This is an optimization exercise on Yosys and OpenROAD, whose aim is small area, not a production implementation.
At most, simulation tests tie the RTL to the original design; equivalence was not proved.
Only the layout flow was run in runs 1 and 2; the RTL was not checked for function there.
Power and IR drop assume default switching activity.

==> design/flow/design.v <==
`timescale 1ns/1ps
module divdiv (dividend, divisor, div_state, clk, rstn, enable, result);
input  [31:0] dividend;
input  [31:0] divisor;
input  clk;
input  rstn;
input  enable;
output reg div_state;
output reg [13:0] result;
reg [31:0] temp;
reg [13:0] counter;
reg [13:0] result_pre;
wire [32:0] diff = {1'b0, temp} - {1'b0, divisor};
wire lt = diff[32];
wire gt = ~lt & (|diff[31:0]);
always @(posedge clk or negedge rstn)
    if (!rstn)
        temp <= 32'd0;
    else if (!enable)
        temp <= dividend;
    else if (gt)
        temp <= diff[31:0];
always @(posedge clk or negedge rstn)
    if (!rstn)
        counter <= 14'd0;
    else if (!enable)
        counter <= 14'd0;
    else if (gt)
        counter <= counter + 14'd1;
always @(posedge clk or negedge rstn)
    if (!rstn)
        result_pre <= 14'd0;
    else if (enable)
        result_pre <= counter;
always @(posedge clk or negedge rstn)
    if (!rstn)
        div_state <= 1'b0;
    else
        div_state <= lt;
always @(posedge clk or negedge rstn)
    if (!rstn)
        result <= 14'd0;
    else if (div_state)
        result <= result_pre;
endmodule
`timescale 1ns/1ps
module adaptive_filter (clk, rstn, shift, w_wr, w_data, byp, sq_ld, sq_d, ds_ld, ds_d, capture,
                        flag_16, e_load, nz_load, v32, x_t0, reff_31, w_t0, w_t32, sq, e, d, flag_n, d_sum_q);
input clk, rstn, shift;
input w_wr, byp, sq_ld, ds_ld, capture, flag_16, e_load, nz_load, v32;
input [31:0] w_data, sq_d, ds_d;
input [13:0] x_t0, reff_31;
output [31:0] w_t0, w_t32;
output reg [31:0] sq;
output reg [13:0] e;
output [13:0] d;
output reg flag_n;
output [31:0] d_sum_q;
reg [31:0] d_sum, n;
assign d_sum_q = d_sum;
reg nz31;
ram_weight ram_weight_1 (.clk(clk), .wr_en(w_wr), .wr_data(w_data), .byp(byp), .tap(w_t0), .tap32(w_t32));
always @(posedge clk or negedge rstn)
    if (rstn == 0)
        d_sum <= 32'd0;
    else if (ds_ld)
        d_sum <= ds_d;
always @(posedge clk or negedge rstn)
    if (rstn == 0)
        sq <= 32'd0;
    else if (sq_ld)
        sq <= sq_d;
always @(posedge clk or negedge rstn)
    if (rstn == 0)
        n <= 32'd0;
    else if (capture & flag_n)
        n <= sq;
always @(posedge clk or negedge rstn)
    if (rstn == 0) begin
        nz31 <= 1'b0;
        flag_n <= 1'b0;
    end else begin
        if (nz_load)
            nz31 <= v32 & (|x_t0);
        if (shift)
            flag_n <= nz31;
    end
wire div_state;
divdiv divdiv_1 (.dividend(d_sum), .divisor(n), .div_state(div_state), .clk(clk), .rstn(rstn),
                 .enable(~flag_16 & flag_n), .result(d));
always @(posedge clk or negedge rstn)
    if (rstn == 0)
        e <= 14'd0;
    else if (div_state & e_load)
        e <= d[13] ? reff_31 + d : reff_31 - d;
endmodule
module mul32x14 (a, b, c, p);
input [31:0] a;
input [13:0] b;
input [36:0] c;
output [36:0] p;
wire [16:0] bb = {2'b00, b, 1'b0};
wire [33:0] a2 = {1'b0, a, 1'b0};
wire [33:0] a1 = {2'b00, a};
reg [36:0] rows [0:7];
reg [6:0] neg;
reg b0, b1, bm, s1, s2, ng;
reg [33:0] r;
integer i;
always @(*) begin
    for (i = 0; i < 7; i = i + 1) begin
        bm = bb[2*i]; b0 = bb[2*i+1]; b1 = bb[2*i+2];
        s1 = b0 ^ bm;                                 
        s2 = (b1 & ~b0 & ~bm) | (~b1 & b0 & bm);     
        ng = b1 & ~(b0 & bm);                        
        r = (({34{s1}} & a1) | ({34{s2}} & a2)) ^ {34{ng}};
        neg[i] = ng;
        rows[i] = {3'b000, r[32:0]} << (2*i);
    end
    rows[7] = ({37{b[13]}} & {5'd0, a}) << 14;       
end
wire [36:0] negs = {23'd0, neg[6], 1'b0, neg[5], 1'b0, neg[4], 1'b0, neg[3], 1'b0, neg[2], 1'b0, neg[1], 1'b0, neg[0]};
wire [36:0] corr = {neg[0], neg[0], neg[0], neg[0], 33'd0} + {neg[1], neg[1], 35'd0};
assign p = rows[0] + rows[1] + rows[2] + rows[3] + rows[4] + rows[5] + rows[6] + rows[7] + negs + corr + c;
endmodule
`timescale 1ns/1ps
module ram_weight (clk, wr_en, wr_data, byp, tap, tap32);
input clk, wr_en, byp;
input [31:0] wr_data;
output [31:0] tap, tap32;
reg [33*32-1:0] ring;
assign tap = ring[31:0];
assign tap32 = ring[32*32 +: 32];
wire [31:0] back = wr_en ? wr_data : ring[31:0];
always @(posedge clk)
    ring <= {back, byp ? ring[31:0] : ring[32*32 +: 32], ring[32*32-1:32]};
endmodule
`timescale 1ns/1ps
module ram_data (clk, rstn, shift, in, wr, in_q, tap0, tap1, tap32);
input clk, rstn, shift, wr;
input [13:0] in;
output reg [13:0] in_q;
output [13:0] tap0, tap1, tap32;
always @(posedge clk or negedge rstn)
    if (rstn == 0)
        in_q <= 14'd0;
    else if (shift)
        in_q <= in;
reg [33*14-1:0] ring;
assign tap0 = ring[13:0];
assign tap1 = ring[27:14];
assign tap32 = ring[32*14 +: 14];
always @(posedge clk)
    ring <= {wr ? in_q : ring[13:0], ring[33*14-1:14]};
endmodule
`timescale 1ns/1ps
module alog_top (rstn, clk, buffer_2, buffer_3, reff, head_flag, dout, weight_2_in_0);
input rstn, clk, head_flag;
input [13:0] buffer_2, buffer_3, reff;
output [31:0] weight_2_in_0;
output reg [13:0] dout;
wire [13:0] d_2, d_3;
reg [11:0] counter, counter_pre;
reg [5:0] curr_state, next_state;
reg stop_state, stb_state, adap_filter_state, weight_cal_state, shift_data_state;
always @(posedge clk or negedge rstn)
    if (rstn == 0)
        {stb_state, shift_data_state, weight_cal_state, adap_filter_state, stop_state} <= 5'd0;
    else
        {stb_state, shift_data_state, weight_cal_state, adap_filter_state, stop_state} <= curr_state[4:0];
always @(posedge clk or negedge rstn)
    if (rstn == 0)
        counter_pre <= 12'd0;
    else if (counter_pre == 12'd2128)
        counter_pre <= 12'd0;
    else if (stop_state | stb_state)
        counter_pre <= 12'd0;
    else
        counter_pre <= counter_pre + 12'd1;
always @(posedge clk or negedge rstn)
    if (rstn == 0)
        counter <= 12'd0;
    else
        counter <= counter_pre;
always @(posedge clk or negedge rstn)
    if (rstn == 0)
        curr_state <= 6'd1;
    else
        curr_state <= next_state;
always @(*)
    case (curr_state)
    6'd1    : next_state = head_flag ? 6'd2 : 6'd1;
    6'd2    : next_state = (counter == 12'd2078) ? 6'd4 : 6'd2;
    6'd4    : next_state = (counter == 12'd2113) ? 6'd8 : 6'd4;
    6'd8    : next_state = (counter == 12'd2114) ? 6'd16 : 6'd8;
    6'd16   : next_state = (~head_flag) ? 6'd1 : 6'd16;
    default : next_state = 6'd1;
    endcase
always @(posedge clk or negedge rstn)
    if (rstn == 0)
        dout <= 14'd0;
    else
        dout <= d_2 + d_3;
reg [5:0] fcnt;
reg af_dly, flag_16;
always @(posedge clk or negedge rstn)
    if (rstn == 0)
        fcnt <= 6'd0;
    else if (adap_filter_state == 1'b0)
        fcnt <= 6'd0;
    else if (fcnt != 6'd34)
        fcnt <= fcnt + 6'd1;
always @(posedge clk or negedge rstn)
    if (rstn == 0) begin
        af_dly <= 1'b0;
        flag_16 <= 1'b0;
    end else begin
        af_dly <= adap_filter_state;
        flag_16 <= (fcnt == 6'd33);
    end
wire shift = shift_data_state;
reg [5:0] j;
wire [5:0] j1 = (j == 6'd32) ? 6'd0 : j + 6'd1;
wire [5:0] j2 = (j1 == 6'd32) ? 6'd0 : j1 + 6'd1;
always @(posedge clk or negedge rstn)
    if (rstn == 0)
        j <= 6'd0;
    else
        j <= shift ? j2 : j1;
reg [5:0] v;
always @(posedge clk or negedge rstn)
    if (rstn == 0)
        v <= 6'd0;
    else if (shift && v != 6'd33)
        v <= v + 6'd1;
reg [6:0] ps;
wire [6:0] ps_n = (counter_pre == 12'd2082) ? 7'd1 : ((ps != 7'd0) && (ps != 7'd68)) ? ps + 7'd1 : 7'd0;
always @(posedge clk or negedge rstn)
    if (rstn == 0)
        ps <= 7'd0;
    else
        ps <= ps_n;
wire [5:0] j_n = shift ? j2 : j1;
wire [5:0] j_n1 = (j_n == 6'd32) ? 6'd0 : j_n + 6'd1;
wire [5:0] v_n = (shift && v != 6'd33) ? v + 6'd1 : v;
reg vold33;                         
wire vold33_n = shift ? (v == 6'd33) : vold33;
reg jeq0, jeq1, jeq31, jeq32, v32, v33;
reg capture, flag_17;
reg w0u, m_w0, ua, ma, ub, mb, mb_first, blk;
reg wa, wb, oku_a, oku_b, okm_a, okm_b;
reg sq_pend2, sq_pend3, sub2, sub3;
reg wv;
wire upd_ab_n = ((ps_n >= 7'd2) && (ps_n <= 7'd34)) | ((ps_n >= 7'd35) && (ps_n <= 7'd67));
always @(posedge clk or negedge rstn)
    if (rstn == 0) begin
        {jeq0, jeq1, jeq31, jeq32, v32, v33, vold33, capture, flag_17} <= 9'd0;
        {w0u, m_w0, ua, ma, ub, mb, mb_first, blk} <= 8'd0;
        {wa, wb, oku_a, oku_b, okm_a, okm_b} <= 6'd0;
        {sq_pend2, sq_pend3, sub2, sub3, wv} <= 5'd0;
    end else begin
        jeq0 <= (j_n == 6'd0);
        jeq1 <= (j_n == 6'd1);
        jeq31 <= (j_n == 6'd31);
        jeq32 <= (j_n == 6'd32);
        v32 <= (v_n >= 6'd32);
        v33 <= (v_n == 6'd33);
        vold33 <= vold33_n;
        capture <= adap_filter_state & (fcnt == 6'd32);
        flag_17 <= flag_16;
        w0u <= (ps_n == 7'd1);
        m_w0 <= (ps_n == 7'd2);
        ua <= (ps_n >= 7'd2) && (ps_n <= 7'd34);
        ma <= (ps_n >= 7'd3) && (ps_n <= 7'd35);
        ub <= (ps_n >= 7'd35) && (ps_n <= 7'd67);
        mb <= (ps_n >= 7'd36);
        mb_first <= (ps_n == 7'd36);
        blk <= (ps_n >= 7'd35);
        wa <= (ps_n >= 7'd2) && (ps_n <= 7'd34) && (j_n != 6'd0) && (j_n != 6'd32);
        oku_a <= (v_n > j_n1);
        wb <= (ps_n >= 7'd35) && (ps_n <= 7'd67) && (j_n != 6'd0);
        oku_b <= (j_n1 != 6'd0) ? (v_n > j_n1) : vold33_n;
        okm_a <= (v > j) && (j != 6'd0) && (j != 6'd32);
        okm_b <= (v > j) && (j != 6'd0);
        sq_pend2 <= flag_17 | (sq_pend2 & ~sub2);
        sq_pend3 <= flag_17 | (sq_pend3 & ~sub3);
        sub2 <= (flag_17 | (sq_pend2 & ~sub2)) & (j_n == 6'd32);
        sub3 <= (flag_17 | (sq_pend3 & ~sub3)) & (j_n == 6'd31);
        if (ps_n == 7'd68)
            wv <= 1'b1;
    end
wire e_load = af_dly & (fcnt == 6'd34);
reg byp_pend;
reg [5:0] byp_cnt;
wire byp_start = byp_pend & jeq1;
always @(posedge clk or negedge rstn)
    if (rstn == 0) begin
        byp_pend <= 1'b0;
        byp_cnt <= 6'd0;
    end else begin
        if (flag_16)
            byp_pend <= 1'b1;
        else if (byp_start)
            byp_pend <= 1'b0;
        if (byp_start)
            byp_cnt <= 6'd32;
        else if (byp_cnt != 6'd0)
            byp_cnt <= byp_cnt - 6'd1;
    end
wire byp = byp_start | (byp_cnt > 6'd1);
wire [13:0] x2_t0, x2_t1, x2_t32, x2_in, x3_t0, x3_t1, x3_t32, x3_in, r_t0;
wire dwr = jeq0 & ~blk;
ram_data ram_data_2 (.clk(clk), .rstn(rstn), .shift(shift), .in(buffer_2), .wr(dwr), .in_q(x2_in), .tap0(x2_t0), .tap1(x2_t1), .tap32(x2_t32));
ram_data ram_data_3 (.clk(clk), .rstn(rstn), .shift(shift), .in(buffer_3), .wr(dwr), .in_q(x3_in), .tap0(x3_t0), .tap1(x3_t1), .tap32(x3_t32));
ram_data ram_data_r (.clk(clk), .rstn(rstn), .shift(shift), .in(reff), .wr(dwr), .in_q(), .tap0(r_t0), .tap1(), .tap32());
reg [13:0] reff_31;
always @(posedge clk or negedge rstn)
    if (rstn == 0)
        reff_31 <= 14'd0;
    else if (jeq31)
        reff_31 <= v32 ? r_t0 : 14'd0;
reg [13:0] x1;
always @(posedge clk or negedge rstn)
    if (rstn == 0)
        x1 <= 14'd0;
    else if (shift)
        x1 <= x2_in;
wire [31:0] w2_t0, w2_t32, w3_t0, w3_t32, sq2, sq3;
wire [13:0] e_2, e_3;
wire flag_n2, flag_n3;
reg [31:0] w0_r;
reg [31:0] acc2;
wire [31:0] d_sum3_q;
assign weight_2_in_0 = w0_r;
wire add2 = flag_16, add3 = flag_17;
wire sq_op = add2 | add3 | sub2 | sub3;
wire [13:0] bu = ({14{w0u}} & x1) | ({14{ua & oku_a}} & x2_t1) | ({14{ub & oku_b}} & x3_t1) |
                 ({14{add2}} & x2_in) | ({14{add3}} & x3_in) |
                 ({14{sub2 & v33}} & x2_t0) | ({14{sub3 & v33}} & x3_t1);
wire [13:0] au = ({14{w0u | ua}} & e_2) | ({14{ub}} & e_3) | ({14{sq_op}} & bu);
wire [27:0] pu = au * bu;
wire [31:0] xu = ({32{w0u}} & w0_r) | ({32{ua & wv}} & w2_t0) | ({32{ub & wv}} & w3_t0) |
                 ({32{add2}} & sq2) | ({32{sub2}} & ~sq2) | ({32{add3}} & sq3) | ({32{sub3}} & ~sq3);
wire [31:0] su = xu + (sq_op ? {4'd0, pu} : {7'd0, pu[24:0]});
wire [31:0] sq_new = su ^ {32{sub2 | sub3}};
always @(posedge clk or negedge rstn)
    if (rstn == 0)
        w0_r <= 32'd0;
    else if (w0u)
        w0_r <= su;
wire [31:0] am = ({32{m_w0}} & w0_r) | ({32{ma}} & w2_t32) | ({32{mb}} & w3_t32);
wire [13:0] bm = ({14{m_w0}} & x2_in) | ({14{ma & okm_a}} & x2_t32) | ({14{mb & okm_b}} & x3_t32);
wire [31:0] cm = ({32{ma}} & acc2) | ({32{mb & ~mb_first}} & d_sum3_q);
wire [36:0] pm;
mul32x14 mul (.a(am), .b(bm), .c({cm, 5'd0}), .p(pm));
always @(posedge clk)
    if (m_w0 | ma)
        acc2 <= pm[36:5];
adaptive_filter adaptive_filter_2 (.clk(clk), .rstn(rstn), .shift(shift), .w_wr(wa), .w_data(su), .byp(byp),
    .sq_ld(add2 | sub2), .sq_d(sq_new), .ds_ld(capture & flag_n2), .ds_d(acc2), .capture(capture),
    .flag_16(flag_16), .e_load(e_load), .nz_load(jeq31), .v32(v32), .x_t0(x2_t0), .reff_31(reff_31),
    .w_t0(w2_t0), .w_t32(w2_t32), .sq(sq2), .e(e_2), .d(d_2), .flag_n(flag_n2), .d_sum_q());
adaptive_filter adaptive_filter_3 (.clk(clk), .rstn(rstn), .shift(shift), .w_wr(wb), .w_data(su), .byp(byp),
    .sq_ld(add3 | sub3), .sq_d(sq_new), .ds_ld(mb & flag_n3), .ds_d(pm[36:5]), .capture(capture),
    .flag_16(flag_16), .e_load(e_load), .nz_load(jeq31), .v32(v32), .x_t0(x3_t0), .reff_31(reff_31),
    .w_t0(w3_t0), .w_t32(w3_t32), .sq(sq3), .e(e_3), .d(d_3), .flag_n(flag_n3), .d_sum_q(d_sum3_q));
endmodule
==> design/flow/run.sh <==
#!/bin/bash
# synth_recipe.tcl (not shown) runs the flow's synth.tcl, then flattens the netlist and writes it again
# the make line also repeats each setting of config.mk as NAME=value (left out here)
make -C /OpenROAD-flow-scripts/flow DESIGN_CONFIG=/design/flow/config.mk WORK_HOME=/design/flow/orfs CLKGATE_MAP_FILE= SYNTH_SCRIPT=/design/flow/synth_recipe.tcl finish
==> design/flow/config.mk <==
export PLATFORM = sky130hd
export DESIGN_NAME = alog_top
export DESIGN_NICKNAME = alog_top
export VERILOG_FILES = /design/flow/design.v
export SDC_FILE = /design/flow/constraint.sdc
export NUM_CORES = 4
export LEC_CHECK = 0
export CAP_MARGIN = 20
export CORE_MARGIN = 2
export CORE_UTILIZATION = 60
export CTS_CLUSTER_DIAMETER = 80
export CTS_CLUSTER_SIZE = 30
export PLACE_DENSITY = 0.7
export SLEW_MARGIN = 20
==> design/flow/constraint.sdc <==
create_clock -name core_clock -period 12.0 [get_ports {clk}]
set_input_delay 2.4000 -clock core_clock [delete_from_list [all_inputs] [get_ports {clk}]]
set_output_delay 2.4000 -clock core_clock [all_outputs]
set_load 0.01 [all_outputs]
==> impl_metrics.py, run 1 <==
metrics = {
    "synthesis": {
        "synth_area_per_cell_um2": 13.4,
        "netlist_area_um2": 124000,
        "synth_commonest_cells": "3,498 x dfxtp_1, 583 x dfrtp_1, 580 x nand2_1",
        "synth_top_area_share_pct": 56.5,
        "synth.distinct_cells": 94,
        "synthArstFlopShare_pct": 14.2,
        "yosysMostFrequentCell": "dfxtp_1",
        "synth-seq-cells": 4114,
        "syn-num-nets": 9980,
        "synth_edf_count": 32,
        "syn_inst": 9282,
        "ys.flop_type": "dfxtp_1",
        "synth-seq-area-share_pct": 69.1,
        "synth_top_area_cell": "dfxtp_1",
        "ys_top_cells_by_area": "dfxtp_1 57%, dfrtp_1 12%, fa_1 5.5%, mux2_2 3.8%, ha_1 3.2%",
        "ys_warn_count": 7,
    },
    "drt": {
        "drt_first_pass_iters": 9,
        "vias": 66300,
        "route.detailed.drc": 0,
        "viasPerCell": 5.47,
        "wl_per_cell_um": 23.7,
        "wirelength_um": 288000,
        "drtAntennaViolNets": 1,
        "drt-initial-drc-count": 5523,
    },
    "die": {
        "die_w_um": 458,
        "initial_core_util_pct": 60.5,
        "die_h_um": 458,
        "die_area_um2": 210000,
        "num_rows": 166,
        "design.core.area_um2": 205000,
        "pin_count": 91,
    },
    "clock_network": {
        "cts.sinks": 4114,
        "cts_made_buffers": 171,
        "post_cts_buffers": 0,
        "insertion_delay_ns": 0.88,
        "cts_resized": 0,
        "ctsHtreeMaxLevel": 4,
        "cts_tree": "done",
        "clockBufferDepth": 3,
        "clock-root-buffer": "clkbuf_16",
        "holdBufCountCts": 0,
        "clk_pin_slew_ns": 0.11,
    },
    "worst_setup_path": {
        "crit_path_start": "sub2$_DFF_PN0_",
        "path_delay_family": "adder cells",
        "path_max_fanout": 14,
        "cp_common_cell": "fa_1",
        "worstSetupPathType": "reg2reg",
        "timing.rr.start": "sub2$_DFF_PN0_",
        "required_ns": 12.70,
        "worst-path-buf-inv": 4,
        "cp-end-kind": "flop",
        "cpMaxStageDelayCell": "a21boi_0",
        "crit_arrival_ns": 11.51,
        "cp-start-kind": "flop",
        "cp_slowest_stage_delay_ns": 0.84,
    },
    "run": {
        "max_cap_viol_count": 0,
    },
    "sta": {
        "fmax_ghz": 0.0925,
        "tns_ns": 0,
        "period_needed_ns": 10.81,
        "period_share_pct": 90.1,
        "tightest_slew_ns": 1.19,
        "skew_ns": 0.0901,
        "drv_slew": 0,
        "finalHoldViolations": 0,
        "setup_viol": 0,
        "rsz0062_at_grt": "no",
        "max-slew-margin-rel_pct": 19.9,
    },
    "cells_and_area": {
        "area_delta_synth_final_pct": 7.67,
        "fillers": 14900,
        "fin_nets": 10000,
        "drive_gt1_share_pct": 8.60,
        "post-route-cell-area_um2": 133000,
    },
    "status": {
        "outcome": "failed layout checks",
        "failed_checks": "antenna violations",
    },
    "placement": {
        "dp_hpwl_um": 203000,
        "gp_congestion": 0.961,
        "postPlaceCellArea_um2": 128000,
        "port_buffers": 90,
    },
    "global_routing": {
        "grt_pass1_wl_um": 433000,
        "antenna_found_initial": 12,
        "first_global_vias": 67500,
        "grt_max_degree": 151,
        "gr-usage-all-layers_pct": 27.6,
        "grt_overflow": 0,
    },
    "power_and_ir_drop": {
        "power_density_nw_per_um2": 157,
        "irDropWorstVdd_v": 0.000176,
        "leakage_nw": 57.0,
    },
    "min_path": {
        "hp-start": "ram_data_2.ring[434]$_DFF_P_",
        "hold_path_class": "reg2reg",
    },
}
## state kept, by name, indices dropped and copies added, names as in the netlist, 462 cells and up
name / flops
adaptive_filter_2.ram_weight_1.ring: 1056
adaptive_filter_3.ram_weight_1.ring: 1056
ram_data_2.ring: 462
ram_data_3.ring: 462
ram_data_r.ring: 462
## routing by layer
metal	track usage (%)	wire length [um]	vias up	share of wire (%)
met2	43.4	131000	2055	45
met4	12.2	14600	6	5.1
met3	5.06	17800	547	6.2
li1	-	-	30800	-
met1	37.5	125000	32900	43
met5	0	44	-	0.015
## worst register-to-register path, delay by kind of cell, from the launching register on
kind / cells / cell delay [ns]
compound gates: 13 / 3.70
xor+xnor: 2 / 0.49
fa+ha+maj: 8 / 3.77
buf+inv: 4 / 0.21
flops: 1 / 0.51
mux: 1 / 0.29
simple gates: 6 / 1.70
## power breakdown
group | leakage [nW] | internal (mW) | switching, mW | total (mW)
clock | 2.59 | 2.84 | 4.22 | 7.06
combinational | 17.9 | 0.0338 | 0.0726 | 0.106
sequential | 36.5 | 13.7 | 0.0267 | 13.7
total | 57.0 | 16.6 | 4.32 | 20.9
## final timing paths
check,to,slack (ns),cells past startpoint
max,adaptive_filter_2.sq[29]$_DFFE_PN0P_,1.19,34
min,ram_data_2.ring[420]$_DFF_P_,0.30,0
max reg2reg,adaptive_filter_2.sq[29]$_DFFE_PN0P_,1.19,34
min reg2reg,ram_data_2.ring[420]$_DFF_P_,0.30,0
max in group asynchronous,adaptive_filter_2.n[3]$_DFFE_PN0P_,7.98,3
min in group asynchronous,w0_r[1]$_DFFE_PN0P_,1.57,1
## kinds of logic (layout without fill, tap and decap cells)
group | after synthesis | count (layout) | share of synthesized area, %
buf+inv | 837 | 976 | 2.56
mux | 453 | 453 | 4.08
simple gates | 1534 | 1534 | 5.67
fa+ha+maj | 653 | 653 | 8.66
xor+xnor | 423 | 423 | 2.99
compound gates | 1268 | 1268 | 6.96
other cells | 0 | 10 | 0
flops | 4114 | 4114 | 69.1
## through the flow
step                worst slack (ns)  total power, mW  std cells  util, %  hold WS (ns)
finish                          1.19             20.9      12100     65.1         0.299
CTS                             1.30             21.1      12100     65.1         0.293
floorplan                       3.18             14.1       9282        -         0.310
global route                   0.595             21.6      12100     65.1         0.300
global placement                1.51             14.1      11900     62.4         0.310
detailed placement              1.36             14.2      11900     62.4         0.312
## cell usage in the layout (no fill, tap or decap), drive strengths merged, types with 244 or more instances in the layout
cell type	instances
a22oi	267
dfrtp	583
fa	341
o21ai	254
nand2	581
mux2	419
nor2	409
dfxtp	3498
xnor2	244
inv	548
ha	312
## layout make-up
class / instances / area (um^2) / area share [%]
diodes: 10 / 25.0 / 0.0188
flip-flops and latches: 4114 / 85600 / 64.2
multi-input cells: 4331 / 35300 / 26.5
clock buffers: 215 / 4540 / 3.40
inverters: 530 / 1990 / 1.49
well taps: 2688 / 3360 / 2.52
clock inverters: 43 / 926 / 0.694
repair buffers: 188 / 1670 / 1.25
==> run 2, diff against run 1 <==
--- a/design/flow/config.mk
+++ b/design/flow/config.mk
@@ -8,7 +8,7 @@
 export CAP_MARGIN = 20
 export CORE_MARGIN = 2
 export CORE_UTILIZATION = 60
-export CTS_CLUSTER_DIAMETER = 80
-export CTS_CLUSTER_SIZE = 30
+export CTS_CLUSTER_DIAMETER = 60
+export CTS_CLUSTER_SIZE = 24
 export PLACE_DENSITY = 0.7
 export SLEW_MARGIN = 20
==> run 2 against run 1 <==
  * The run now finishes clean
  * Routed wire length increased by 1.7%
  * Maximum frequency is 0.73% higher
  * Flip-flop and latch count unchanged
  * Non-clock buffer count unchanged
  * Highest routed layer unchanged
==> impl_metrics.py, run 2 <==
metrics = {
    "cells_and_area": {
        "post-route-cell-area_um2": 135000,
        "seq_area_um2": 85600,
        "fin_nets": 10100,
        "drive_gt1_share_pct": 9.14,
        "multi_input_area_um2": 35300,
        "fillers": 14600,
        "final_common_cell": "dfxtp_1",
        "area_delta_synth_final_pct": 8.63,
        "largestRegisters": "adaptive_filter_2.ram_weight_1.ring (1056), adaptive_filter_3.ram_weight_1.ring (1056)",
        "layoutNonFillerInstCount": 12200,
        "final_cell_mix": "3,498 x dfxtp_1, 577 x nand2_1, 577 x dfrtp_1, 527 x inv_1, 419 x mux2_2",
    },
    "worst_setup_path": {
        "cp_slowest_stage_delay_ns": 0.83,
        "cp_common_cell": "fa_1",
        "worstSetupPathType": "reg2reg",
        "cp-end-kind": "flop",
        "crit_path_start": "sub2$_DFF_PN0_",
        "crit_arrival_ns": 11.49,
        "worst-path-buf-inv": 4,
        "cp-start-kind": "flop",
        "timing.rr.start": "sub2$_DFF_PN0_",
        "path_delay_family": "adder cells",
        "path_max_fanout": 14,
        "required_ns": 12.76,
        "cpMaxStageDelayCell": "a21boi_0",
    },
    "die": {
        "die_h_um": 458,
        "die_w_um": 458,
        "design.core.area_um2": 205000,
        "pin_count": 91,
        "die_area_um2": 210000,
        "initial_core_util_pct": 60.5,
        "num_rows": 166,
    },
    "status": {
        "outcome": "finished clean",
    },
    "clock_network": {
        "cts_made_buffers": 214,
        "ctsHtreeMaxLevel": 4,
        "holdBufCountCts": 0,
        "cts_resized": 0,
        "cts_tree": "done",
        "insertion_delay_ns": 0.90,
        "post_cts_buffers": 0,
        "clock-root-buffer": "clkbuf_16",
        "clockBufferDepth": 3,
        "cts.sinks": 4114,
        "clk_pin_slew_ns": 0.09,
    },
    "placement": {
        "dp_hpwl_um": 203000,
        "placed_cells": 11900,
        "port_buffers": 90,
        "gp_congestion": 0.961,
        "dp_worst_setup_slack_ns": 1.36,
        "postPlaceCellArea_um2": 128000,
    },
    "power_and_ir_drop": {
        "power_density_nw_per_um2": 162,
        "leakage_nw": 57.6,
        "irDropWorstVdd_v": 0.000168,
        "power_mw": 21.8,
    },
    "sta": {
        "fmax_ghz": 0.0932,
        "tns_ns": 0,
        "tightest_slew_ns": 1.20,
        "finalHoldViolations": 0,
        "drv_slew": 0,
        "rsz0062_at_grt": "no",
        "max-slew-margin-rel_pct": 19.3,
        "skew_ns": 0.0653,
        "setup_viol": 0,
        "period_needed_ns": 10.73,
        "fin_ws_ns": 1.27,
        "period_share_pct": 89.4,
    },
    "synthesis": {
        "ys_top_cells_by_area": "dfxtp_1 57%, dfrtp_1 12%, fa_1 5.5%, mux2_2 3.8%, ha_1 3.2%",
        "syn_inst": 9282,
        "synth_area_per_cell_um2": 13.4,
        "ys.flop_type": "dfxtp_1",
        "syn-num-nets": 9980,
        "netlist_area_um2": 124000,
        "ys_warn_count": 7,
        "synth_top_area_cell": "dfxtp_1",
        "synth_top_area_share_pct": 56.5,
        "synth_commonest_cells": "3,498 x dfxtp_1, 583 x dfrtp_1, 580 x nand2_1",
        "synth_edf_count": 32,
        "yosysMostFrequentCell": "dfxtp_1",
        "synthArstFlopShare_pct": 14.2,
        "synth.distinct_cells": 94,
        "synth-seq-area-share_pct": 69.1,
        "synth-seq-cells": 4114,
    },
    "global_routing": {
        "antenna_found_initial": 19,
        "gr-usage-all-layers_pct": 28.0,
        "first_global_vias": 68500,
        "grt_overflow": 0,
        "grt_max_degree": 151,
        "grt_pass1_wl_um": 440000,
    },
    "drt": {
        "dr.max_layer_used": "met5",
        "wl_met3_um": 18000,
        "met1_length_um": 126000,
        "drtAntennaViolNets": 0,
        "route.detailed.drc": 0,
        "vias": 66900,
        "viasPerCell": 5.49,
        "wl_per_cell_um": 24.0,
        "wirelength_um": 293000,
        "drt_first_pass_iters": 7,
        "route.met2.wl_um": 134000,
        "drt-initial-drc-count": 5562,
    },
    "min_path": {
        "hp-start": "ram_data_3.ring[397]$_DFF_P_",
        "hold_path_class": "reg2reg",
    },
    "run": {
        "max_cap_viol_count": 0,
    },
}
## run 2: cells by family (layout without fill, tap and decap cells)
logic type | count (synthesis) | in the layout | synth area share, %
multiplexers | 453 | 453 | 4.08
other | 0 | 4 | 0
AND/OR/NAND/NOR | 1534 | 1534 | 5.67
AO/OA/AOI/OAI | 1268 | 1268 | 6.96
XOR/XNOR | 423 | 423 | 2.99
buffers and inverters | 837 | 1042 | 2.56
adder cells (fa/ha/maj) | 653 | 653 | 8.66
flip-flops | 4114 | 4114 | 69.1
## run 2: final timing paths
| path | to | slack (ns) | depth (start not counted) |
|---|---|---|---|
| max | adaptive_filter_2.sq[29]$_DFFE_PN0P_ | 1.27 | 34 |
| min | ram_data_3.ring[383]$_DFF_P_ | 0.29 | 0 |
| max reg2reg | adaptive_filter_2.sq[29]$_DFFE_PN0P_ | 1.27 | 34 |
| min reg2reg | ram_data_3.ring[383]$_DFF_P_ | 0.29 | 0 |
| max in group asynchronous | adaptive_filter_3.divdiv_1.temp[6]$_DFFE_PN0P_ | 7.96 | 3 |
| min in group asynchronous | w0_r[6]$_DFFE_PN0P_ | 1.57 | 1 |
## run 2: metrics by stage
stage / hold slack, ns / utilization (%)
after floorplan: 0.310 / -
after global placement: 0.310 / 62.4
after detailed placement: 0.312 / 62.4
after CTS: 0.281 / 65.7
after global routing: 0.298 / 65.7
final: 0.285 / 65.7
## run 2: cell type report
class	count	area share, %
flip-flops and latches	4114	63.6
multi-input cells	4331	26.2
clock buffers	265	4.17
well taps	2688	2.50
inverters	530	1.48
repair buffers	188	1.24
clock inverters	59	0.783
diodes	4	0.00744
## run 2: layer usage
layer | vias to the layer above | track usage, %
li1 | 31000 | -
met1 | 33200 | 38.2
met2 | 2160 | 44.2
met3 | 606 | 4.70
met4 | 8 | 12.8
met5 | - | 0
## run 2: worst register-to-register path, delay by kind of cell (launching register included)
kind	cells	cell delay [ns]
mux	1	0.29
buf+inv	4	0.22
compound gates	13	3.69
simple gates	6	1.68
xor+xnor	2	0.48
fa+ha+maj	8	3.77
flops	1	0.50
## run 2: report_power, final
group / switching, mW / internal (mW) / total (mW)
registers: 0.0267 / 13.7 / 13.7
logic: 0.0725 / 0.0338 / 0.106
clock network: 4.45 / 3.48 / 7.93
==> run 3, diff against run 2 <==
--- a/design/flow/design.v
+++ b/design/flow/design.v
@@ -11,19 +11,15 @@
 reg [13:0] counter;
 reg [13:0] result_pre;
 wire [32:0] diff = {1'b0, temp} - {1'b0, divisor};
-wire lt = diff[32];
+wire lt = diff[32] & (|divisor);    
 wire gt = ~lt & (|diff[31:0]);
-always @(posedge clk or negedge rstn)
-    if (!rstn)
-        temp <= 32'd0;
-    else if (!enable)
+always @(posedge clk)
+    if (!enable)
         temp <= dividend;
     else if (gt)
         temp <= diff[31:0];
-always @(posedge clk or negedge rstn)
-    if (!rstn)
-        counter <= 14'd0;
-    else if (!enable)
+always @(posedge clk)
+    if (!enable)
         counter <= 14'd0;
     else if (gt)
         counter <= counter + 14'd1;
@@ -314,10 +310,8 @@
 ram_data ram_data_3 (.clk(clk), .rstn(rstn), .shift(shift), .in(buffer_3), .wr(dwr), .in_q(x3_in), .tap0(x3_t0), .tap1(x3_t1), .tap32(x3_t32));
 ram_data ram_data_r (.clk(clk), .rstn(rstn), .shift(shift), .in(reff), .wr(dwr), .in_q(), .tap0(r_t0), .tap1(), .tap32());
 reg [13:0] reff_31;
-always @(posedge clk or negedge rstn)
-    if (rstn == 0)
-        reff_31 <= 14'd0;
-    else if (jeq31)
+always @(posedge clk)
+    if (jeq31)
         reff_31 <= v32 ? r_t0 : 14'd0;
 reg [13:0] x1;
 always @(posedge clk or negedge rstn)
==> run 3 against run 2 <==
  * Clock-buffer cell count down 13
  * Routed wire length down 1.4%
  * Clock skew up 0.027 ns
  * Power up 0.28%
  * First-iteration DRC count up 9.7%
  * Synthesized area down 0.57%
  * Flip-flop and latch count unchanged
  * Critical path depth up 1
  * Sequential share of layout area up 0.48 points
  * Largest power group unchanged
==> impl_metrics.py, run 3 <==
metrics = {
    "status": {
        "outcome": "finished clean",
    },
    "synthesis": {
        "netlist_area_um2": 123000,
        "syn-num-nets": 9822,
        "synth_top_area_cell": "dfxtp_1",
        "synth_top_area_share_pct": 57.3,
        "synth_commonest_cells": "3,526 x dfxtp_1, 624 x nand2_1, 519 x inv_1",
        "ys.flop_type": "dfxtp_1",
        "yosysMostFrequentCell": "dfxtp_1",
        "synth_edf_count": 110,
        "syn_inst": 9124,
        "synth-seq-cells": 4114,
        "synth_area_per_cell_um2": 13.5,
        "synth-seq-area-share_pct": 69.7,
        "ys_top_cells_by_area": "dfxtp_1 57%, dfrtp_1 9.7%, fa_1 5.5%, mux2_2 3.9%, ha_1 3.2%",
        "synth.distinct_cells": 91,
        "synthArstFlopShare_pct": 11.6,
        "ys_warn_count": 7,
    },
    "sta": {
        "setup_viol": 0,
        "rsz0062_at_grt": "no",
        "finalHoldViolations": 0,
        "period_share_pct": 91.0,
        "skew_ns": 0.0920,
        "fmax_ghz": 0.0916,
        "period_needed_ns": 10.92,
        "max-slew-margin-rel_pct": 24.9,
        "tightest_slew_ns": 1.12,
        "tns_ns": 0,
        "drv_slew": 0,
    },
    "global_routing": {
        "grt_use_met1_pct": 40.6,
        "gr-usage-met2_pct": 42.7,
        "grt_use_met3_pct": 4.52,
        "grt_overflow": 0,
        "first_global_vias": 66300,
        "grt_pass1_wl_um": 430000,
        "antenna_found_initial": 35,
        "busiest_layer": "met2",
        "gr-usage-all-layers_pct": 27.8,
        "grt_max_degree": 142,
    },
    "drt": {
        "drt-initial-drc-count": 6102,
        "route.detailed.drc": 0,
        "wl_per_cell_um": 24.0,
        "wirelength_um": 289000,
        "vias": 65500,
        "drtAntennaViolNets": 0,
        "viasPerCell": 5.45,
        "drt_first_pass_iters": 9,
    },
    "worst_setup_path": {
        "r2r_end": "adaptive_filter_2.sq[31]$_DFFE_PN0P_",
        "path_max_fanout": 14,
        "cp_common_cell": "fa_1",
        "worstSetupPathType": "reg2reg",
        "ff2ff_path_depth": 35,
        "timing.rr.start": "sub2$_DFF_PN0_",
        "cpMaxStageDelayCell": "a21boi_0",
        "crit_arrival_ns": 11.70,
        "cp_slowest_stage_delay_ns": 0.92,
        "cp-start-kind": "flop",
        "required_ns": 12.78,
        "rrSetupSlack_ns": 1.08,
        "cp-end-kind": "flop",
        "crit_path_start": "sub2$_DFF_PN0_",
    },
    "die": {
        "pin_count": 91,
        "design.core.area_um2": 204000,
        "die_h_um": 457,
        "die_w_um": 457,
        "initial_core_util_pct": 60.3,
        "die_area_um2": 209000,
        "num_rows": 166,
    },
    "cells_and_area": {
        "post-route-cell-area_um2": 134000,
        "final_util_pct": 65.6,
        "area_delta_synth_final_pct": 8.74,
        "final_common_cell": "dfxtp_1",
        "final_cell_mix": "3,526 x dfxtp_1, 620 x nand2_1, 517 x inv_1, 471 x dfrtp_1, 422 x mux2_2",
        "fin_nets": 9935,
        "drive_gt1_share_pct": 9.14,
        "largestRegisters": "adaptive_filter_2.ram_weight_1.ring (1056), adaptive_filter_3.ram_weight_1.ring (1056)",
    },
    "min_path": {
        "whs_path_depth": 0,
        "hp-start": "ram_data_r.ring[183]$_DFF_P_",
        "hold_path_class": "reg2reg",
        "min_to": "ram_data_r.ring[169]$_DFF_P_",
    },
    "clock_network": {
        "clk_pin_slew_ns": 0.09,
        "clockBufferDepth": 3,
        "holdBufCountCts": 0,
        "post_cts_buffers": 0,
        "ctsHtreeMaxLevel": 4,
        "cts_made_buffers": 216,
        "insertion_delay_ns": 0.92,
        "clock-root-buffer": "clkbuf_16",
        "cts_tree": "done",
        "cts.sinks": 4114,
        "cts_resized": 0,
    },
    "placement": {
        "dp_hpwl_um": 200000,
        "postPlaceCellArea_um2": 127000,
        "gp_congestion": 0.952,
        "port_buffers": 90,
    },
    "power_and_ir_drop": {
        "leakage_nw": 57.0,
        "irDropWorstVdd_v": 0.000189,
        "power_density_nw_per_um2": 163,
    },
    "run": {
        "max_cap_viol_count": 0,
    },
}
## run 3: cell count changes in the layout (fill, tap and decap cells not counted), sizes merged, moves of 20 or more
| cell | before | now |
|---|---|---|
| a21oi | 229 | 202 |
| dfrtp | 583 | 477 |
| dfxtp | 3498 | 3526 |
| edfxtp | 32 | 110 |
| nand2 | 581 | 624 |
| nor2 | 409 | 369 |
| nor4 | 25 | 45 |
| o31ai | 10 | 30 |
## run 3: cells by family after synthesis
logic type,synth area share (%)
fa+ha+maj,8.71
compound gates,6.26
buf+inv,2.45
flops,69.7
mux,4.10
xor+xnor,3.05
simple gates,5.75
## run 3: critical path: cells and delay by family, from the launching register on
kind                     cells  cell delay [ns]
AO/OA/AOI/OAI                8             2.30
AND/OR/NAND/NOR             11             3.15
flip-flops                   1             0.52
buffers and inverters        4             0.21
multiplexers                 2             0.55
XOR/XNOR                     2             0.30
adder cells (fa/ha/maj)      8             3.79
## run 3: routing by layer
layer  part of all wire, %  wire (um)  vias to the layer above
met5                 0.019         56                        -
met4                   3.3       9380                        8
met3                   6.7      19400                      482
met2                    45     129000                     2017
met1                    45     131000                    32700
li1                      -          -                    30400
## run 3: worst max path at each step
| stage | cells after the start | slack (ns) | end |
|---|---|---|---|
| after detailed placement | 33 | 1.19 | adaptive_filter_2.sq[31]$_DFFE_PN0P_ |
| after floorplan | 39 | 2.76 | adaptive_filter_2.sq[29]$_DFFE_PN0P_ |
| after global placement | 35 | 1.30 | adaptive_filter_3.sq[31]$_DFFE_PN0P_ |
| after CTS | 33 | 1.15 | adaptive_filter_2.sq[31]$_DFFE_PN0P_ |
| after global routing | 35 | 0.25 | adaptive_filter_2.sq[31]$_DFFE_PN0P_ |
| final | 35 | 1.08 | adaptive_filter_2.sq[31]$_DFFE_PN0P_ |
## run 3: where the power goes
group | internal (mW) | switching (mW) | leakage [nW]
Combinational | 0.0343 | 0.0664 | 17.7
Clock | 3.49 | 4.47 | 3.22
Sequential | 13.7 | 0.0277 | 36.1
## run 3: final cells by class
| class | count | area, um^2 |
|---|---|---|
| Antenna cell | 9 | 22.5 |
| Clock buffer | 252 | 5580 |
| Clock inverter | 62 | 1150 |
| Fill cell | 14600 | 70400 |
| Inverter | 520 | 1950 |
| Multi-Input combinational cell | 4211 | 34500 |
| Sequential cell | 4114 | 85900 |
| Tap cell | 2688 | 3360 |
| Timing Repair Buffer | 174 | 1560 |
## run 3: through the flow
stage | std cells | setup WS (ns) | hold slack (ns) | power [mW]
2_1_floorplan | 9124 | 2.76 | 0.310 | 14.1
4_1_cts | 12000 | 1.15 | 0.273 | 22.0
6_report | 12000 | 1.08 | 0.283 | 21.8
5_1_grt | 12000 | 0.252 | 0.287 | 22.5
3_3_place_gp | 11700 | 1.30 | 0.309 | 14.2
3_5_place_dp | 11700 | 1.19 | 0.312 | 14.2
==> run 4, diff against run 3 <==
--- a/design/flow/config.mk
+++ b/design/flow/config.mk
@@ -7,8 +7,8 @@
 export LEC_CHECK = 0
 export CAP_MARGIN = 20
 export CORE_MARGIN = 2
-export CORE_UTILIZATION = 60
+export CORE_UTILIZATION = 70
 export CTS_CLUSTER_DIAMETER = 60
 export CTS_CLUSTER_SIZE = 24
-export PLACE_DENSITY = 0.7
+export PLACE_DENSITY = 0.8
 export SLEW_MARGIN = 20
==> run 4 against run 3 <==
  * Still clean on timing, DRC and antenna
  * Routed wire length grew 21%
  * Register-to-register slack worse by 0.63 ns
  * Non-clock buffer count up 7
  * Critical path depth rose by 2
  * First-iteration DRC count rose by 69%
==> impl_metrics.py, run 4 <==
metrics = {
    "status": {
        "outcome": "finished clean",
    },
    "sta": {
        "tightest_slew_ns": 1.21,
        "tns_ns": 0,
        "rsz0062_at_grt": "no",
        "setup_viol": 0,
        "skew_ns": 0.0974,
        "fin_ws_ns": 0.456,
        "drv_slew": 0,
        "max-slew-margin-rel_pct": 19.1,
        "finalHoldViolations": 0,
        "fmax_ghz": 0.0866,
        "period_share_pct": 96.2,
        "period_needed_ns": 11.54,
        "holdWs_ns": 0.282,
    },
    "power_and_ir_drop": {
        "p_comb_share_pct": 0.5,
        "p_seq_share_pct": 63.3,
        "intPower_mw": 17.1,
        "p_clk_share_pct": 36.1,
        "irDropWorstVdd_v": 0.000203,
        "p_sw_share_pct": 21.5,
        "leakage_nw": 56.8,
        "power_mw": 21.7,
        "p_switching_mw": 4.67,
        "power_density_nw_per_um2": 163,
    },
    "synthesis": {
        "synth.distinct_cells": 91,
        "synth_edf_count": 110,
        "synth_commonest_cells": "3,526 x dfxtp_1, 624 x nand2_1, 519 x inv_1",
        "synth_top_area_share_pct": 57.3,
        "synth_top_area_cell": "dfxtp_1",
        "synth_area_per_cell_um2": 13.5,
        "synth-seq-area-share_pct": 69.7,
        "synth-seq-cells": 4114,
        "ys_warn_count": 7,
        "syn-num-nets": 9822,
        "synthArstFlopShare_pct": 11.6,
        "syn_inst": 9124,
        "netlist_area_um2": 123000,
        "yosysMostFrequentCell": "dfxtp_1",
        "ys_top_cells_by_area": "dfxtp_1 57%, dfrtp_1 9.7%, fa_1 5.5%, mux2_2 3.9%, ha_1 3.2%",
        "ys.flop_type": "dfxtp_1",
    },
    "cells_and_area": {
        "post-route-cell-area_um2": 133000,
        "final_cell_mix": "3,526 x dfxtp_1, 620 x nand2_1, 517 x inv_1, 471 x dfrtp_1, 422 x mux2_2",
        "drive_gt1_share_pct": 8.96,
        "area_delta_synth_final_pct": 7.98,
        "fin_nets": 9932,
        "final_util_pct": 76.3,
        "layoutNonFillerInstCount": 11700,
        "final_common_cell": "dfxtp_1",
        "largestRegisters": "adaptive_filter_2.ram_weight_1.ring (1056), adaptive_filter_3.ram_weight_1.ring (1056)",
    },
    "worst_setup_path": {
        "cp-start-kind": "flop",
        "crit_arrival_ns": 12.40,
        "ff2ff_path_depth": 37,
        "cp_slowest_stage_delay_ns": 0.82,
        "required_ns": 12.86,
        "cpMaxStageDelayCell": "o21ai_1",
        "rrSetupSlack_ns": 0.46,
        "cp-end-kind": "flop",
        "worstSetupPathType": "reg2reg",
        "path_max_fanout": 16,
    },
    "die": {
        "die_h_um": 424,
        "initial_core_util_pct": 70.7,
        "num_rows": 153,
        "design.core.area_um2": 174000,
        "pin_count": 91,
        "die_w_um": 424,
        "die_area_um2": 179000,
    },
    "clock_network": {
        "clk_pin_slew_ns": 0.11,
        "clockBufferDepth": 3,
        "cts_resized": 0,
        "cts_made_buffers": 206,
        "clock-root-buffer": "clkbuf_16",
        "post_cts_buffers": 0,
        "ctsHtreeMaxLevel": 4,
        "holdBufCountCts": 0,
        "insertion_delay_ns": 0.97,
        "cts.sinks": 4114,
        "cts_tree": "done",
    },
    "global_routing": {
        "grt_pass1_wl_um": 508000,
        "grt_max_degree": 153,
        "grt_overflow": 0,
        "antenna_found_initial": 66,
        "first_global_vias": 74700,
        "gr-usage-all-layers_pct": 39.2,
    },
    "placement": {
        "postPlaceCellArea_um2": 127000,
        "gp_congestion": 0.981,
        "placed_cells": 11400,
        "port_buffers": 90,
        "dp_hpwl_um": 224000,
        "dp_worst_setup_slack_ns": 1.16,
    },
    "drt": {
        "vias": 72000,
        "drt_first_pass_iters": 14,
        "route.detailed.drc": 0,
        "viasPerCell": 6.17,
        "drtAntennaViolNets": 0,
        "drt-initial-drc-count": 10300,
        "wl_per_cell_um": 29.9,
        "wirelength_um": 350000,
    },
    "run": {
        "max_cap_viol_count": 0,
    },
    "min_path": {
        "hold_path_class": "reg2reg",
        "whs_path_depth": 0,
    },
}
[run 4: changes by cell type in the layout (fill, tap and decap cells not counted), sizes merged, moves of 2 or more]
| cell | previous run | this run |
|---|---|---|
| clkinv | 26 | 20 |
| clkbuf | 252 | 260 |
| inv | 553 | 548 |
| clkinvlp | 2 | 0 |
| diode | 9 | 15 |
| buf | 85 | 91 |
[run 4: metal layers]
layer  vias up  wire length [um]  global-route usage, %
met5         -               602                   1.26
met1     35300            129000                   49.1
li1      30400                 -                      -
met3      1470             38200                   12.2
met4        50             23200                   21.2
met2      4779            158000                   60.8
[run 4: worst paths after layout]
path	start	endpoint
max in group asynchronous	rstn	shift_data_state$_DFF_PN0_
worst min register to register	adaptive_filter_3.ram_weight_1.ring[308]$_DFF_P_	adaptive_filter_3.ram_weight_1.ring[276]$_DFF_P_
worst min-delay path	adaptive_filter_3.ram_weight_1.ring[308]$_DFF_P_	adaptive_filter_3.ram_weight_1.ring[276]$_DFF_P_
worst max-delay path	ub$_DFF_PN0_	adaptive_filter_3.sq[31]$_DFFE_PN0P_
worst max register to register	ub$_DFF_PN0_	adaptive_filter_3.sq[31]$_DFFE_PN0P_
min in group asynchronous	rstn	adaptive_filter_2.divdiv_1.result[5]$_DFFE_PN0P_
[run 4: power by group through the flow]
stage,clock network [mW],registers (mW),logic [mW]
CTS,7.84,13.8,0.118
finish,7.85,13.8,0.120
floorplan,0,14.1,0.0358
global route,8.28,13.8,0.128
detailed placement,0,14.1,0.107
global placement,0,14.1,0.0918
[run 4: cell type report]
class | instances | area, um^2
Sequential cell | 4114 | 85900
Fill cell | 9463 | 41300
Multi-Input combinational cell | 4211 | 34500
Clock buffer | 259 | 5420
Tap cell | 2325 | 2910
Inverter | 520 | 1950
Timing Repair Buffer | 181 | 1610
Clock inverter | 48 | 764
Antenna cell | 15 | 37.5
[run 4: critical path: cells and delay by family, from the launching register on]
family / cells / cell delay [ns]
AO/OA/AOI/OAI: 11 / 3.43
AND/OR/NAND/NOR: 9 / 2.60
XOR/XNOR: 2 / 0.38
flip-flops: 1 / 0.77
adder cells (fa/ha/maj): 7 / 3.20
multiplexers: 2 / 0.64
buffers and inverters: 6 / 0.47
[run 4: logic make-up after synthesis]
| logic type | synth area share (%) |
|---|---|
| DFF | 69.7 |
| adders and majority gates | 8.71 |
| AOI/OAI and AO/OA | 6.26 |
| buffers and inverters | 2.45 |
| and+or+nand+nor | 5.75 |
| muxes | 4.10 |
| xor gates and xnor gates | 3.05 |
==> run 5, diff against run 4 <==
--- a/design/flow/design.v
+++ b/design/flow/design.v
@@ -156,7 +156,8 @@
 output [31:0] weight_2_in_0;
 output reg [13:0] dout;
 wire [13:0] d_2, d_3;
-reg [11:0] counter, counter_pre;
+reg [11:0] counter_pre;
+reg c2078, c2113, c2114;    
 reg [5:0] curr_state, next_state;
 reg stop_state, stb_state, adap_filter_state, weight_cal_state, shift_data_state;
 always @(posedge clk or negedge rstn)
@@ -175,9 +176,9 @@
         counter_pre <= counter_pre + 12'd1;
 always @(posedge clk or negedge rstn)
     if (rstn == 0)
-        counter <= 12'd0;
+        {c2078, c2113, c2114} <= 3'd0;
     else
-        counter <= counter_pre;
+        {c2078, c2113, c2114} <= {counter_pre == 12'd2078, counter_pre == 12'd2113, counter_pre == 12'd2114};
 always @(posedge clk or negedge rstn)
     if (rstn == 0)
         curr_state <= 6'd1;
@@ -186,9 +187,9 @@
 always @(*)
     case (curr_state)
     6'd1    : next_state = head_flag ? 6'd2 : 6'd1;
-    6'd2    : next_state = (counter == 12'd2078) ? 6'd4 : 6'd2;
-    6'd4    : next_state = (counter == 12'd2113) ? 6'd8 : 6'd4;
-    6'd8    : next_state = (counter == 12'd2114) ? 6'd16 : 6'd8;
+    6'd2    : next_state = c2078 ? 6'd4 : 6'd2;
+    6'd4    : next_state = c2113 ? 6'd8 : 6'd4;
+    6'd8    : next_state = c2114 ? 6'd16 : 6'd8;
     6'd16   : next_state = (~head_flag) ? 6'd1 : 6'd16;
     default : next_state = 6'd1;
     endcase
==> design/flow/config.mk (replaced) <==
export PLATFORM = sky130hd
export DESIGN_NAME = alog_top
export DESIGN_NICKNAME = alog_top
export VERILOG_FILES = /design/flow/design.v
export SDC_FILE = /design/flow/constraint.sdc
export NUM_CORES = 4
export LEC_CHECK = 0
export CAP_MARGIN = 5
export CORE_MARGIN = 2
export CORE_UTILIZATION = 60
export CTS_CLUSTER_DIAMETER = 50
export CTS_CLUSTER_SIZE = 26
export GPL_TIMING_DRIVEN = 0
export PLACE_DENSITY = 0.7
export SLEW_MARGIN = 5
==> run 5 against run 4 <==
  * Sequential power hardly changed
  * Die area is 16% higher
  * Critical path type unchanged
  * Utilization is 9.4 points lower
  * First-iteration DRC count is 37% lower
  * Synthesized cell count is 0.85% lower
  * Largest power group unchanged
  * Worst hold slack worse by 0.041 ns
  * Largest cell class unchanged
==> impl_metrics.py, run 5 <==
metrics = {
    "clock_network": {
        "cts_made_buffers": 240,
        "holdBufCountCts": 0,
        "cts_tree": "done",
        "clk_pin_slew_ns": 0.10,
        "clockBufferDepth": 3,
        "cts.sinks": 4105,
        "clock-root-buffer": "clkbuf_16",
        "ctsHtreeMaxLevel": 4,
        "insertion_delay_ns": 0.93,
    },
    "synthesis": {
        "yosysMostFrequentCell": "dfxtp_1",
        "synth_top_area_cell": "dfxtp_1",
        "synth-seq-area-share_pct": 69.9,
        "synth_top_area_share_pct": 57.6,
        "synth_edf_count": 110,
        "synth_commonest_cells": "3,526 x dfxtp_1, 605 x nand2_1, 517 x inv_1",
        "ys.flop_type": "dfxtp_1",
        "syn-num-nets": 9745,
        "synth.distinct_cells": 78,
        "netlist_area_um2": 123000,
        "ys_top_cells_by_area": "dfxtp_1 58%, dfrtp_1 9.6%, fa_1 5.6%, mux2_2 3.8%, ha_1 3.2%",
        "synth_area_per_cell_um2": 13.5,
        "ys_warn_count": 7,
        "synth-seq-cells": 4105,
        "syn_inst": 9046,
        "synthArstFlopShare_pct": 11.4,
    },
    "placement": {
        "gp_congestion": 0.980,
        "postPlaceCellArea_um2": 127000,
        "port_buffers": 90,
        "dp_hpwl_um": 231000,
    },
    "global_routing": {
        "grt_overflow": 0,
        "grt_pass1_wl_um": 464000,
        "grt_max_degree": 119,
        "gr-usage-all-layers_pct": 30.8,
        "grt_use_met1_pct": 43.9,
        "first_global_vias": 68400,
        "gr-usage-met2_pct": 47.6,
        "busiest_layer": "met2",
        "grt_use_met3_pct": 4.96,
        "antenna_found_initial": 40,
    },
    "power_and_ir_drop": {
        "power_mw": 23.0,
        "power_density_nw_per_um2": 170,
        "leakage_nw": 57.7,
        "irDropWorstVdd_v": 0.000215,
    },
    "cells_and_area": {
        "final_util_pct": 66.9,
        "final_common_cell": "dfxtp_1",
        "fillers": 13800,
        "area_delta_synth_final_pct": 10.7,
        "drive_gt1_share_pct": 9.19,
        "post-route-cell-area_um2": 136000,
        "multi_input_area_um2": 33900,
        "fin_nets": 10100,
        "final_cell_mix": "3,526 x dfxtp_1, 604 x nand2_1, 517 x inv_1, 468 x dfrtp_1, 416 x mux2_2",
        "seq_area_um2": 85600,
        "largestRegisters": "adaptive_filter_2.ram_weight_1.ring (1056), adaptive_filter_3.ram_weight_1.ring (1056)",
    },
    "drt": {
        "drtAntennaViolNets": 0,
        "wl_per_cell_um": 26.2,
        "drt_first_pass_iters": 9,
        "viasPerCell": 5.49,
        "drt-initial-drc-count": 6481,
        "route.detailed.drc": 0,
        "vias": 67300,
        "wirelength_um": 321000,
    },
    "worst_setup_path": {
        "cp-end-kind": "flop",
        "path_delay_family": "buffers and inverters",
        "path_max_fanout": 10,
        "worstSetupPathType": "reg2reg",
        "required_ns": 12.72,
        "worst-path-buf-inv": 6,
        "cp_common_cell": "fa_1",
        "cp-start-kind": "flop",
        "cpMaxStageDelayCell": "buf_1",
        "crit_arrival_ns": 12.37,
        "cp_slowest_stage_delay_ns": 1.01,
    },
    "sta": {
        "tns_ns": 0,
        "finalHoldViolations": 0,
        "max-slew-margin-rel_pct": 9.19,
        "period_share_pct": 97.0,
        "drv_slew": 0,
        "rsz0062_at_grt": "no",
        "setup_viol": 0,
        "period_needed_ns": 11.64,
        "tightest_slew_ns": 1.36,
        "fmax_ghz": 0.0859,
        "skew_ns": 0.108,
    },
    "die": {
        "initial_core_util_pct": 60.5,
        "pin_count": 91,
        "num_rows": 165,
        "die_h_um": 456,
        "design.core.area_um2": 203000,
        "die_w_um": 456,
        "die_area_um2": 208000,
    },
    "status": {
        "outcome": "finished clean",
    },
    "run": {
        "max_cap_viol_count": 0,
    },
    "min_path": {
        "hold_path_class": "reg2reg",
    },
}
==> run 5: metrics by stage <==
stage               hold WS [ns]  instances  worst slack, ns
finish                     0.240      12300            0.358
global route               0.246      12200          0.00347
CTS                        0.243      12200           0.0381
detailed placement         0.312      11800           -0.284
global placement           0.309      11800           -13.53
floorplan                  0.310       9046             3.33
==> run 5: layout make-up <==
class,instances,area share (%)
antenna,7,0.0129
buffer,280,0.783
clock buffer,269,4.58
clock inverter,152,1.70
inverter,519,1.44
multi-input combinational,4142,25.0
sequential,4105,63.2
tap,2672,2.47
timing repair buffer,104,0.832
==> run 5: cell families (layout without fill, tap and decap cells) <==
family / count (synthesis) / in the layout / share of synthesized area [%]
xor+xnor: 446 / 446 / 3.19
buf+inv: 799 / 1324 / 2.45
flops: 4105 / 4105 / 69.9
simple gates: 1482 / 1482 / 5.47
compound gates: 1112 / 1112 / 6.14
mux: 448 / 448 / 4.09
other cells: 0 / 7 / 0
fa+ha+maj: 654 / 654 / 8.77
==> run 5: report_power, final <==
group          internal (mW)  switching, mW
clock                   4.21           4.97
combinational         0.0361         0.0687
sequential              13.7         0.0263
total                   17.9           5.07
==> run 5: timing repair <==
item / 4_1_cts / 5_1_grt
endpoints found under the setup margin: 15 / 27
resized for setup: 1 / 12
pin swaps: 2 / 0
buffers inserted: 4 / 0
==> run 5: worst paths after layout <==
path                                        startpoint                                          endpoint  slack (ns)  cells after the start
min reg2reg                ram_data_r.ring[46]$_DFF_P_                       ram_data_r.ring[32]$_DFF_P_        0.24                      0
min                        ram_data_r.ring[46]$_DFF_P_                       ram_data_r.ring[32]$_DFF_P_        0.24                      0
max                                     m_w0$_DFF_PN0_           adaptive_filter_3.d_sum[30]$_DFFE_PN0P_        0.36                     28
max in group asynchronous                         rstn  adaptive_filter_3.divdiv_1.result[3]$_DFFE_PN0P_        8.51                      4
min in group asynchronous                         rstn                            byp_cnt[3]$_DFFE_PN0P_        1.39                      1
max reg2reg                             m_w0$_DFF_PN0_           adaptive_filter_3.d_sum[30]$_DFFE_PN0P_        0.36                     28
==> run 5: per-layer routing <==
layer,part of all wire (%),routed length [um],up-vias
met5,0.012,37,-
met4,4.3,13700,6
met3,7.0,22300,517
met2,45,143000,2556
met1,44,141000,33600
li1,-,-,30600
==> run 6, diff against run 5 <==
--- a/design/flow/config.mk
+++ b/design/flow/config.mk
@@ -8,8 +8,7 @@
 export CAP_MARGIN = 5
 export CORE_MARGIN = 2
 export CORE_UTILIZATION = 60
-export CTS_CLUSTER_DIAMETER = 50
-export CTS_CLUSTER_SIZE = 26
-export GPL_TIMING_DRIVEN = 0
+export CTS_CLUSTER_DIAMETER = 60
+export CTS_CLUSTER_SIZE = 24
 export PLACE_DENSITY = 0.7
 export SLEW_MARGIN = 5
==> run 6 against run 5 <==
  * Still clean on timing, DRC and antenna
  * Power fell by 5.4%
  * Utilization down 1.1 points
  * First-iteration DRC count is 5.2% lower
  * Synthesized area is the same
  * Worst hold slack better by 0.041 ns
  * Setup slack improved by 0.90 ns
  * Critical path depth grew 3
  * Flip-flop and latch count stayed put
  * Global-route usage fell by 3.3 points
  * Maximum frequency increased by 8.3%
  * Sequential share of layout area grew 1.1 points
  * Register-to-register slack improved by 0.90 ns
  * Largest power group unchanged
==> impl_metrics.py, run 6 <==
metrics = {
    "worst_setup_path": {
        "cp_common_cell": "fa_1",
        "cp-end-kind": "flop",
        "cp-start-kind": "flop",
        "required_ns": 12.76,
        "path_max_fanout": 16,
        "cpMaxStageDelayCell": "a21boi_0",
        "crit_arrival_ns": 11.51,
        "worstSetupPathType": "reg2reg",
        "cp_slowest_stage_delay_ns": 0.93,
    },
    "global_routing": {
        "busiest_layer": "met1",
        "grt_use_met1_pct": 41.7,
        "antenna_found_initial": 36,
        "grt_max_degree": 144,
        "gr-usage-all-layers_pct": 27.5,
        "grt_overflow": 0,
        "grt_use_met3_pct": 5.37,
        "gr-usage-met2_pct": 40.0,
        "grt_pass1_wl_um": 424000,
        "first_global_vias": 65200,
    },
    "power_and_ir_drop": {
        "power_mw": 21.8,
        "leakage_nw": 56.8,
        "irDropWorstVdd_v": 0.000163,
        "power_density_nw_per_um2": 163,
    },
    "die": {
        "die_area_um2": 208000,
        "pin_count": 91,
        "num_rows": 165,
        "initial_core_util_pct": 60.5,
        "design.core.area_um2": 203000,
        "die_w_um": 456,
        "die_h_um": 456,
    },
    "clock_network": {
        "clockBufferDepth": 3,
        "holdBufCountCts": 0,
        "cts_made_buffers": 216,
        "clock-root-buffer": "clkbuf_16",
        "clk_pin_slew_ns": 0.09,
        "cts_tree": "done",
        "cts.sinks": 4105,
        "post_cts_buffers": 0,
        "insertion_delay_ns": 0.91,
        "cts_resized": 0,
        "ctsHtreeMaxLevel": 4,
    },
    "synthesis": {
        "synth_area_per_cell_um2": 13.5,
        "synth-seq-cells": 4105,
        "synthArstFlopShare_pct": 11.4,
        "synth_top_area_cell": "dfxtp_1",
        "netlist_area_um2": 123000,
        "ys_warn_count": 7,
        "ys.flop_type": "dfxtp_1",
        "synth_commonest_cells": "3,526 x dfxtp_1, 605 x nand2_1, 517 x inv_1",
        "syn-num-nets": 9745,
        "ys_top_cells_by_area": "dfxtp_1 58%, dfrtp_1 9.6%, fa_1 5.6%, mux2_2 3.8%, ha_1 3.2%",
        "synth-seq-area-share_pct": 69.9,
        "synth.distinct_cells": 78,
        "synth_edf_count": 110,
        "syn_inst": 9046,
        "yosysMostFrequentCell": "dfxtp_1",
        "synth_top_area_share_pct": 57.6,
    },
    "placement": {
        "dp_hpwl_um": 201000,
        "port_buffers": 90,
        "placed_cells": 11600,
        "gp_congestion": 0.940,
    },
    "sta": {
        "tightest_slew_ns": 1.14,
        "finalHoldViolations": 0,
        "period_share_pct": 89.6,
        "tns_ns": 0,
        "setup_viol": 0,
        "max-slew-margin-rel_pct": 23.9,
        "drv_slew": 0,
        "fmax_ghz": 0.0931,
        "skew_ns": 0.0836,
        "rsz0062_at_grt": "no",
        "period_needed_ns": 10.75,
    },
    "min_path": {
        "hold_path_class": "reg2reg",
    },
    "cells_and_area": {
        "area_delta_synth_final_pct": 8.81,
        "layoutNonFillerInstCount": 12000,
        "final_cell_mix": "3,526 x dfxtp_1, 602 x nand2_1, 517 x inv_1, 462 x dfrtp_1, 416 x mux2_2",
        "largestRegisters": "adaptive_filter_2.ram_weight_1.ring (1056), adaptive_filter_3.ram_weight_1.ring (1056)",
        "fin_nets": 9855,
        "drive_gt1_share_pct": 9.24,
        "final_common_cell": "dfxtp_1",
    },
    "drt": {
        "drt-initial-drc-count": 6147,
        "route.detailed.drc": 0,
        "viasPerCell": 5.45,
        "vias": 65200,
        "wl_per_cell_um": 23.8,
        "drtAntennaViolNets": 0,
        "drt_first_pass_iters": 8,
        "wirelength_um": 285000,
    },
    "status": {
        "outcome": "finished clean",
    },
    "run": {
        "max_cap_viol_count": 0,
    },
}
==> run 6: cell counts after synthesis <==
Identical to the previous run, type by type.
==> run 6: logic make-up (layout without fill, tap and decap cells) <==
family          after synthesis  count (layout)  share of synthesized area (%)
buf+inv                     799            1023                           2.45
simple gates               1482            1482                           5.47
xor+xnor                    446             446                           3.19
fa+ha+maj                   654             654                           8.77
compound gates             1112            1112                           6.14
other cells                   0              21                              0
flops                      4105            4105                           69.9
mux                         448             448                           4.09
==> run 6: path summary, 6_finish.rpt <==
| check | from | endpoint | slack (ns) | cells past startpoint |
|---|---|---|---|---|
| min in group asynchronous | rstn | w0_r[10]$_DFFE_PN0P_ | 1.58 | 1 |
| worst min register to register | ram_data_2.ring[81]$_DFF_P_ | ram_data_2.ring[67]$_DFF_P_ | 0.28 | 0 |
| max in group asynchronous | rstn | w0u$_DFF_PN0_ | 8.58 | 2 |
| worst max register to register | ub$_DFF_PN0_ | adaptive_filter_2.sq[26]$_DFFE_PN0P_ | 1.25 | 31 |
| worst min-delay path | ram_data_2.ring[81]$_DFF_P_ | ram_data_2.ring[67]$_DFF_P_ | 0.28 | 0 |
| worst max-delay path | ub$_DFF_PN0_ | adaptive_filter_2.sq[26]$_DFFE_PN0P_ | 1.25 | 31 |
==> run 6: routing by layer <==
layer  share of wire, %  vias to the layer above
met5              0.013                        -
met4                3.3                        6
met3                8.0                      518
met2                 42                     2396
met1                 46                    32200
li1                   -                    30100
==> run 6: worst max-delay path, delay by kind of cell, from the launching register on <==
kind	cells	cell delay, ns
AND/OR/NAND/NOR	7	1.69
flip-flops	1	0.65
buffers and inverters	4	0.20
adder cells (fa/ha/maj)	8	3.64
XOR/XNOR	2	0.43
AO/OA/AOI/OAI	9	3.72
multiplexers	1	0.30
==> run 6: cell type report <==
class	count	area, um^2
sequential	4105	85600
clock buffer	266	5670
tap	2672	3340
inverter	519	1950
clock inverter	66	1080
antenna	21	52.6
multi-input combinational	4142	34000
timing repair buffer	172	1530
fill	14300	69200
==> run 6: stage by stage <==
| step | setup WS, ns | util, % | hold slack, ns | cell area (um^2) |
|---|---|---|---|---|
| 3_3_place_gp | 1.46 | 62.5 | 0.309 | 127000 |
| 2_1_floorplan | 3.33 | - | 0.310 | 123000 |
| 5_1_grt | 0.522 | 65.8 | 0.283 | 133000 |
| 3_5_place_dp | 1.40 | 62.5 | 0.312 | 127000 |
| 6_report | 1.25 | 65.8 | 0.281 | 133000 |
| 4_1_cts | 1.36 | 65.8 | 0.277 | 133000 |
==> run 6: power breakdown <==
part	internal (mW)	switching (mW)
clock network	3.52	4.42
registers	13.7	0.0268
logic	0.0333	0.0706
total	17.3	4.52

## re-timing with driven ports
Ports are ideal in the flow. The routed layouts listed here were re-timed in OpenROAD. Step 1, drivers: a clkbuf_16 drives clk and a buf_2 each remaining input, both assumed. Step 2 also shifts input and output timing later by t, the mid clock arrival at the registers, as if the neighbouring blocks saw the same clock. a / b / c = no drivers / after step 1 / after step 2; a / b = the first two.
run | t, ns | setup slack, ns | worst slew at a driven data input, ns
run 1 | 0.927 | 1.188 / 1.188 / 1.188 | 0.06
run 2 | 0.960 | 1.266 / 1.266 / 1.266 | 0.07
run 3 | 0.977 | 1.083 / 1.083 / 1.083 | 0.09
run 4 | 1.010 | 0.456 / 0.456 / 0.456 | 0.12
run 5 | 0.970 | 0.358 / 0.358 / 0.358 | 0.05
run 6 | 0.960 | 1.253 / 1.253 / 1.253 | 0.12
